This is an optimization exercise on Yosys and OpenROAD, whose aim is small area and a short achievable clock period, not a production implementation. The RTL was checked by simulation tests, not by an equivalence proof against the original design. No driver is modelled on the clock port, so clocking that relies on it looks cheaper here than on a real chip.

==> run a: inputs <==
## div16_reg
module div16_reg (
    input wire clk,
    input wire [15:0] A,
    input wire [7:0] B,
    output reg [15:0] result,
    output reg [15:0] odd
);
export LEC_CHECK = 0
export CAP_MARGIN = 20
export CORE_MARGIN = 2
export CORE_UTILIZATION = 40
export SLEW_MARGIN = 20
export SYNTH_HIERARCHICAL = 1
export SYNTH_MINIMUM_KEEP_SIZE = 0
create_clock -name core_clock -period 36.0 [get_ports {clk}]
standard.sh (not shown) runs the stock make flow with config.mk's settings and CLKGATE_MAP_FILE= SYNTH_SCRIPT=/design/flow/synth_recipe.tcl, a recipe that flattens the netlist after the stock synthesis.
==> flow/flow/run.sh <==
#!/bin/bash
set -euo pipefail
bash standard.sh \
  BUFFER_PORTS_ARGS="-buffer_cell sky130_fd_sc_hd__buf_1" \
  SETUP_SLACK_MARGIN=16 \
  ABC_LOAD_IN_FF=1 \
  finish > standard.log 2>&1
==> run b: changes against run a <==
--- a/flow/design.v
+++ b/flow/design.v
@@ -27,13 +27,16 @@
     input  [15:0] A,
     input  [7:0]  B,
     output [15:0] result,
     output [15:0] odd
 );
 wire [7:0] nb = ~B;
-wire zero = ~|B;
+wire zero, zlo, zhi;
+g_nor4 uz0 (.y(zhi), .a(B[7]), .b(B[6]), .c(B[5]), .d(B[4]));
+g_nor4 uz1 (.y(zlo), .a(B[3]), .b(B[2]), .c(B[1]), .d(B[0]));
+g_and2 uz2 (.y(zero), .a(zhi), .b(zlo));
 wire [7:1] zb, zbn;
 genvar w;
 generate for (w = 1; w < 8; w = w + 1) begin : zbg
     assign zb[w] = ~|B[7:w] & |B[w-1:0];
     assign zbn[w] = ~zb[w];
 end endgenerate
@@ -1409,24 +1412,30 @@
 assign result = {q[15:9], zero ? 9'd0 : q[8:0]};
 assign odd    = {zero ? A[15:8] : 8'd0, r0_676, r0_673, r0_670, r0_667, r0_664, r0_661, r0_658, r0_655};
 endmodule
 module g_a21oi (input a, b, c, output y);
 assign y = ~((a & b) | c);
 endmodule
+module g_and2 (input a, b, output y);
+assign y = a & b;
+endmodule
 module g_inv (input a, output y);
 assign y = ~a;
 endmodule
 module g_nand2 (input a, b, output y);
 assign y = ~(a & b);
 endmodule
 module g_nor2 (input a, b, output y);
 assign y = ~(a | b);
 endmodule
 module g_nor2b (input a, b, output y);
 assign y = ~(~a | b);
 endmodule
+module g_nor4 (input a, b, c, d, output y);
+assign y = ~(a | b | c | d);
+endmodule
 module g_o21ai (input a, b, c, output y);
 assign y = ~((a | b) & c);
 endmodule
 module g_xnor2 (input a, b, output y);
 assign y = ~(a ^ b);
 endmodule
Settings changed: CORE_UTILIZATION 40 to 30, CTS_BUF_LIST from default to sky130_fd_sc_hd__clkbuf_8.
==> run c: changes against run a <==
Settings changed: CORE_UTILIZATION 40 to 60, PLACE_DENSITY from default to 0.7.
==> run d: changes against run a <==
--- a/flow/design.v
+++ b/flow/design.v
@@ -27,13 +27,16 @@
     input  [15:0] A,
     input  [7:0]  B,
     output [15:0] result,
     output [15:0] odd
 );
 wire [7:0] nb = ~B;
-wire zero = ~|B;
+wire zero, zlo, zhi;
+g_nor4 uz0 (.y(zhi), .a(B[7]), .b(B[6]), .c(B[5]), .d(B[4]));
+g_nor4 uz1 (.y(zlo), .a(B[3]), .b(B[2]), .c(B[1]), .d(B[0]));
+g_and2 uz2 (.y(zero), .a(zhi), .b(zlo));
 wire [7:1] zb, zbn;
 genvar w;
 generate for (w = 1; w < 8; w = w + 1) begin : zbg
     assign zb[w] = ~|B[7:w] & |B[w-1:0];
     assign zbn[w] = ~zb[w];
 end endgenerate
@@ -1409,24 +1412,30 @@
 assign result = {q[15:9], zero ? 9'd0 : q[8:0]};
 assign odd    = {zero ? A[15:8] : 8'd0, r0_676, r0_673, r0_670, r0_667, r0_664, r0_661, r0_658, r0_655};
 endmodule
 module g_a21oi (input a, b, c, output y);
 assign y = ~((a & b) | c);
 endmodule
+module g_and2 (input a, b, output y);
+assign y = a & b;
+endmodule
 module g_inv (input a, output y);
 assign y = ~a;
 endmodule
 module g_nand2 (input a, b, output y);
 assign y = ~(a & b);
 endmodule
 module g_nor2 (input a, b, output y);
 assign y = ~(a | b);
 endmodule
 module g_nor2b (input a, b, output y);
 assign y = ~(~a | b);
 endmodule
+module g_nor4 (input a, b, c, d, output y);
+assign y = ~(a | b | c | d);
+endmodule
 module g_o21ai (input a, b, c, output y);
 assign y = ~((a | b) & c);
 endmodule
 module g_xnor2 (input a, b, output y);
 assign y = ~(a ^ b);
 endmodule
==> flow/flow/run.sh (replaced) <==
#!/bin/bash
# The standard layout, with these changes to how it is made:
#  - the port buffers are the smallest buffer (buf_1) rather than the resizer's pick;
#  - after clock tree synthesis, flow/skew.tcl gives the registers that
#    capture the divider's last results a later clock (useful skew for the
#    register-to-register path); the later repair steps fix hold.
set -euo pipefail
export POST_CTS_TCL="$(pwd)/flow/skew.tcl"
export SKEW_CELLS=2
export SKEW_REGS="result:0-5 odd:0-7"
bash standard.sh \
  BUFFER_PORTS_ARGS="-buffer_cell sky130_fd_sc_hd__buf_1" \
  SETUP_SLACK_MARGIN=16 \
  ABC_LOAD_IN_FF=1 \
  finish > standard.log 2>&1
==> flow/flow/skew.tcl (new file) <==
# Useful skew for the divider: the registers that capture the divider's
# late results get their clock through a delay chain, so the long
# register-to-register path through the divider gets more time. Only
# register-to-register paths gain: these registers launch output paths,
# which lose the same time, and no input path changes.
#   SKEW_CELLS   number of delay cells in the chain
#   SKEW_REGS    registers to delay, as NAME:LO-HI items (bits LO..HI of NAME)
set skew_cells $::env(SKEW_CELLS)
set skew_regs $::env(SKEW_REGS)
set skew_dly_cell sky130_fd_sc_hd__dlygate4sd3_1
set skew_buf_cell sky130_fd_sc_hd__clkbuf_8

set db [ord::get_db]
set block [ord::get_db_block]
set dly_master [$db findMaster $skew_dly_cell]
set buf_master [$db findMaster $skew_buf_cell]

# registers to delay
set caps {}
foreach inst [$block getInsts] {
  if {[$inst findITerm CLK] eq "NULL"} { continue }
  set name [string map {"\\" ""} [$inst getName]]
  if {![regexp {^([A-Za-z_0-9]+)\[([0-9]+)\]} $name -> base bit]} { continue }
  foreach item $skew_regs {
    lassign [split $item ":-"] rb lo hi
    if {$base eq $rb && $bit >= $lo && $bit <= $hi} {
      lappend caps $inst
      break
    }
  }
}
puts "skew: [llength $caps] registers, $skew_cells delay cells"

# the clock root net: the net driven by the buffer the clock port drives
set port_net [$block findNet clk]
set root_net ""
foreach it [$port_net getITerms] {
  set inst [$it getInst]
  set out [$inst findITerm X]
  if {$out ne "NULL"} { set root_net [$out getNet] }
}
set root_drv_loc [[[lindex [$port_net getITerms] 0] getInst] getLocation]

# centroid of the delayed registers
set sx 0; set sy 0
foreach ff $caps { set l [$ff getLocation]; set sx [expr {$sx + [lindex $l 0]}]; set sy [expr {$sy + [lindex $l 1]}] }
set cx [expr {int($sx / [llength $caps])}]
set cy [expr {int($sy / [llength $caps])}]
set rx [lindex $root_drv_loc 0]; set ry [lindex $root_drv_loc 1]

set prev $root_net
for {set i 0} {$i < $skew_cells} {incr i} {
  set inst [odb::dbInst_create $block $dly_master "skew_dly_$i"]
  set net [odb::dbNet_create $block "skew_net_$i"]
  $net setSigType CLOCK
  [$inst findITerm A] connect $prev
  [$inst findITerm X] connect $net
  set f [expr {($i + 1.0) / ($skew_cells + 1)}]
  $inst setLocation [expr {int($rx + $f * ($cx - $rx))}] [expr {int($ry + $f * ($cy - $ry))}]
  $inst setPlacementStatus PLACED
  set prev $net
}
set buf [odb::dbInst_create $block $buf_master "skew_buf"]
set late [odb::dbNet_create $block "skew_clk"]
$late setSigType CLOCK
[$buf findITerm A] connect $prev
[$buf findITerm X] connect $late
$buf setLocation $cx $cy
$buf setPlacementStatus PLACED

set old_nets {}
foreach ff $caps {
  set it [$ff findITerm CLK]
  set n [$it getNet]
  if {[lsearch $old_nets $n] < 0} { lappend old_nets $n }
  $it disconnect
  $it connect $late
}
# drop clock buffers left without loads
foreach n $old_nets {
  set loads 0
  set drv ""
  foreach it [$n getITerms] {
    if {[$it isOutputSignal]} { set drv [$it getInst] } else { incr loads }
  }
  if {$loads == 0 && $drv ne ""} {
    puts "skew: removing unloaded clock buffer [$drv getName]"
    odb::dbInst_destroy $drv
    odb::dbNet_destroy $n
  }
}

detailed_placement
set_propagated_clock [all_clocks]
estimate_parasitics -placement
report_clock_skew
report_worst_slack -max
report_worst_slack -min
Settings changed: CTS_BUF_LIST from default to sky130_fd_sc_hd__clkbuf_8.
==> run summary <==
item                                                                    run b                run d       run a       run c
Multi-input gate share of total cell area                               67.2%                66.3%       67.6%       69.1%
Status                                               timing/DRC/antenna clean      failed layout checks  timing/DRC/antenna clean  timing/DRC/antenna clean
Reasons for failing layout checks                                           -  negative hold slack           -           -
Flip-flop and latch share of the layout cell area                       18.5%                19.2%       18.5%       19.1%
Worst skew pair latency                                               0.35 ns              1.48 ns     0.31 ns     0.30 ns
Clock Path Buffers                                                          2                    -           2           2
Synthesized Nets                                                          811                  811         812         812
Post-Place Cell Area                                               5490 sq um           5440 sq um  5470 sq um  5390 sq um
Placed Cells                                                             1051                 1006        1004         937
Total stage count of the critical path                                    115                  111         114         111
Count of buffers not belonging to the clock network in the layout          75                    -          72          71
Met3 usage in global routing                                            2.46%                2.96%       2.52%       3.05%
Total CTS buffers                                                           5                    -           5           5

-- what the ideal ports hide --
How much do the figures lean on ideal ports? The routed layouts below were timed once more, with nothing changed but the port constraints.
Step 1 (the two cells are an assumption about what drives the block):
set clk [get_ports {clk}]
set_driving_cell -lib_cell sky130_fd_sc_hd__clkbuf_16 $clk
set_driving_cell -lib_cell sky130_fd_sc_hd__buf_2 [delete_from_list [all_inputs] $clk]
Step 2, shift: input delay + t, output delay - t, t = (earliest + latest rising clock arrival at the registers) / 2. This alone moves slack from input paths to output paths.
Slacks: no drivers / after step 1 / after step 2; pairs: no drivers / after step 1.
run | t (ns) | setup WS [ns] | hold WS [ns] | latest minus earliest clock arrival (ns) | worst register clock-pin slew, ns
run a | 0.341 | 17.841 / 17.841 / 17.841 | 0.462 / 0.462 / 0.462 | 0.009 / 0.009 | 0.08 / 0.08
run b | 0.370 | 17.972 / 17.972 / 17.972 | 0.458 / 0.458 / 0.458 | 0.022 / 0.023 | 0.12 / 0.12
run c | 0.330 | 17.396 / 17.396 / 17.396 | 0.468 / 0.468 / 0.468 | 0.003 / 0.003 | 0.10 / 0.10
run d | 0.920 | 18.273 / 18.273 / 18.273 | -0.055 / -0.055 / -0.055 | 1.187 / 1.187 | 0.11 / 0.11
Clock arrivals are far apart in run d, so t is only a midpoint there and step 2 fits no single register.
